What follows belongs to an exercise in optimizing a design on an open flow for small area; a production flow would make more cautious choices.
At most, simulation tests tie the RTL to the original design; equivalence was not proved.

==> module Inc16, before the edit <==
module Inc16 (
    input  wire [15:0] q,
    input  wire        inc,
    output wire [15:0] y
);
  Rca #(16) u_inc (
      .a  (q),
      .b  (16'd0),
      .cin(inc),
      .s  (y)
  );
endmodule
==> module Mul23170, before the edit <==
module Mul23170 (
    input  wire [16:0] u,
    output wire [15:0] p,
    output wire        lz
);
  wire [19:0] u5;
  wire [23:0] u65;
  wire [22:0] u45;
  wire [29:0] u11585;
  ShAdd #(17, 17, 2, 20, 1000) a5 (.a(u), .b(u), .neg(1'b0), .y(u5));
  ShAdd #(17, 17, 6, 24, 1000) a65 (.a(u), .b(u), .neg(1'b0), .y(u65));
  ShAdd #(20, 20, 3, 23, 1000) a45 (.a(u5), .b(u5), .neg(1'b0), .y(u45));
  ShAdd #(24, 23, 8, 30, 1000) a11585 (.a(u65), .b(u45), .neg(1'b0), .y(u11585));
  assign p  = u11585[29:14];
  assign lz = ~(|u11585[13:0]);
endmodule
==> module Rot2, before the edit <==
module Rot2 (
    input  wire [15:0] ar,
    input  wire [15:0] ai,
    input  wire [ 1:0] k,
    input  wire        inv,
    output wire [15:0] re,
    output wire [15:0] im,
    output wire        zre,
    output wire        zim
);
  wire [15:0] t_re, t_im;
  RotTriv u_t (
      .ar (ar),
      .ai (ai),
      .j  (k[1]),
      .inv(inv),
      .re (t_re),
      .im (t_im)
  );
  wire [16:0] us, ud;
  Rca #(17, 1000) u_s (
      .a  ({ar[15], ar}),
      .b  ({ai[15], ai}),
      .cin(1'b0),
      .s  (us)
  );
  Rca #(17, 1000) u_d (
      .a  ({ar[15], ar}),
      .b  (~{ai[15], ai}),
      .cin(1'b1),
      .s  (ud)
  );
  wire [15:0] ms, md;
  wire zs, zd;
  Mul23170 u_ms (
      .u (us),
      .p (ms),
      .lz(zs)
  );
  Mul23170 u_md (
      .u (ud),
      .p (md),
      .lz(zd)
  );
  wire re_d = (k[1] == inv);
  wire re_n = k[1];
  wire im_n = inv;
  wire [15:0] m_re = re_d ? md : ms;
  wire [15:0] m_im = re_d ? ms : md;
  wire l_re = re_d ? zd : zs;
  wire l_im = re_d ? zs : zd;
  assign re = k[0] ? (m_re ^ {16{re_n}}) : t_re;
  assign im = k[0] ? (m_im ^ {16{im_n}}) : t_im;
  assign zre = k[0] & re_n & l_re;
  assign zim = k[0] & im_n & l_im;
endmodule
==> module Rot3Part, before the edit <==
module Rot3Part (
    input  wire [30:0] xa0,   
    input  wire [30:0] xa1,   
    input  wire [30:0] xa2,   
    input  wire [15:0] xt,    
    input  wire [30:0] yb0,
    input  wire [30:0] yb1,
    input  wire [30:0] yb2,
    input  wire [15:0] yt,    
    input  wire [ 3:0] xs,    
    input  wire [ 3:0] ys,
    input  wire        nx,
    input  wire        ny,
    output wire [15:0] y,     
    output wire        z
);
  wire [30:0] xv = ({31{xs[0]}} & xa0) | ({31{xs[1]}} & xa1) | ({31{xs[2]}} & xa2) |
                   ({31{xs[3]}} & {{15{xt[15]}}, xt});
  wire [30:0] yv = ({31{ys[0]}} & yb0) | ({31{ys[1]}} & yb1) | ({31{ys[2]}} & yb2) |
                   ({31{ys[3]}} & {yt, 15'd0});
  wire b = nx ^ ny;
  wire c = ~nx & ny;
  wire both = nx & ny;
  wire [30:0] p;
  Rca #(31, 2) u_add (
      .a  (xv),
      .b  (yv ^ {31{b}}),
      .cin(c),
      .s  (p)
  );
  assign y = p[30:15] ^ {16{nx}};
  assign z = both & ~(|p[14:0]);
endmodule
Settings: LEC_CHECK=0, CAP_MARGIN=20, CORE_MARGIN=2, CORE_UTILIZATION=40, SLEW_MARGIN=20; clock period 12.0 ns.
run.sh (not shown) runs the stock make flow with config.mk's settings and CLKGATE_MAP_FILE= SYNTH_SCRIPT=/design/flow/synth_recipe.tcl, a recipe that flattens the netlist after the stock synthesis.
The first run finished with setup timing left.
Then changed:
--- a/flow/design.v
+++ b/flow/design.v
@@ -100,16 +100,4 @@
   assign dout = dly[LEN-1];
 endmodule
-module Inc16 (
-    input  wire [15:0] q,
-    input  wire        inc,
-    output wire [15:0] y
-);
-  Rca #(16) u_inc (
-      .a  (q),
-      .b  (16'd0),
-      .cin(inc),
-      .s  (y)
-  );
-endmodule
 module Triv1 (
     input  wire [15:0] x,
@@ -175,8 +163,8 @@
   wire [22:0] u45;
   wire [29:0] u11585;
-  ShAdd #(17, 17, 2, 20, 1000) a5 (.a(u), .b(u), .neg(1'b0), .y(u5));
-  ShAdd #(17, 17, 6, 24, 1000) a65 (.a(u), .b(u), .neg(1'b0), .y(u65));
-  ShAdd #(20, 20, 3, 23, 1000) a45 (.a(u5), .b(u5), .neg(1'b0), .y(u45));
-  ShAdd #(24, 23, 8, 30, 1000) a11585 (.a(u65), .b(u45), .neg(1'b0), .y(u11585));
+  ShAdd #(17, 17, 2, 20, 12) a5 (.a(u), .b(u), .neg(1'b0), .y(u5));
+  ShAdd #(17, 17, 6, 24, 12) a65 (.a(u), .b(u), .neg(1'b0), .y(u65));
+  ShAdd #(20, 20, 3, 23, 12) a45 (.a(u5), .b(u5), .neg(1'b0), .y(u45));
+  ShAdd #(24, 23, 8, 30, 12) a11585 (.a(u65), .b(u45), .neg(1'b0), .y(u11585));
   assign p  = u11585[29:14];
   assign lz = ~(|u11585[13:0]);
@@ -202,5 +190,5 @@
   );
   wire [16:0] us, ud;
-  Rca #(17, 1000) u_s (
+  Rca #(17, 12) u_s (
       .a  ({ar[15], ar}),
       .b  ({ai[15], ai}),
@@ -208,5 +196,5 @@
       .s  (us)
   );
-  Rca #(17, 1000) u_d (
+  Rca #(17, 12) u_d (
       .a  ({ar[15], ar}),
       .b  (~{ai[15], ai}),
@@ -285,5 +273,5 @@
   wire both = nx & ny;
   wire [30:0] p;
-  Rca #(31, 2) u_add (
+  Rca #(31, 8) u_add (
       .a  (xv),
       .b  (yv ^ {31{b}}),
Outcome:
- The new run completed without violations
- clock skew hardly moves
- wire length rose by about 3.3%
- utilization went down by 0.34 points
- non-clock buffer count decreases by 27
The RTL of the first run of this note was laid out without a check of its function.

[separate check: timing with driven ports]
The flow's constraints put no driver on any port. The routed layouts listed below were extracted and timed again, unchanged, in two steps.
Step 1: set_driving_cell puts a clkbuf_16 on clk and a buf_2 on each other input, an assumption about the parent block.
Step 2 moves the port delays by t, midway between the first and last clock arrival at a register: inputs arrive t later, outputs are due t later. That takes back most of the time a late clock gives input paths.
Slacks: ideal ports / drivers / drivers and shift; pairs: ideal ports / drivers.
| run | t (ns) | setup slack, ns | slew at the worst register clock pin (ns) | worst data-port slew with drivers (ns) | cell pins on the clock port's net |
|---|---|---|---|---|---|
| the first run | 0.763 | -0.412 / -0.412 / -0.412 | 0.06 / 0.06 | 0.08 | 1 |
| the second run | 0.755 | 0.224 / 0.224 / 0.224 | 0.09 / 0.09 | 0.24 | 1 |
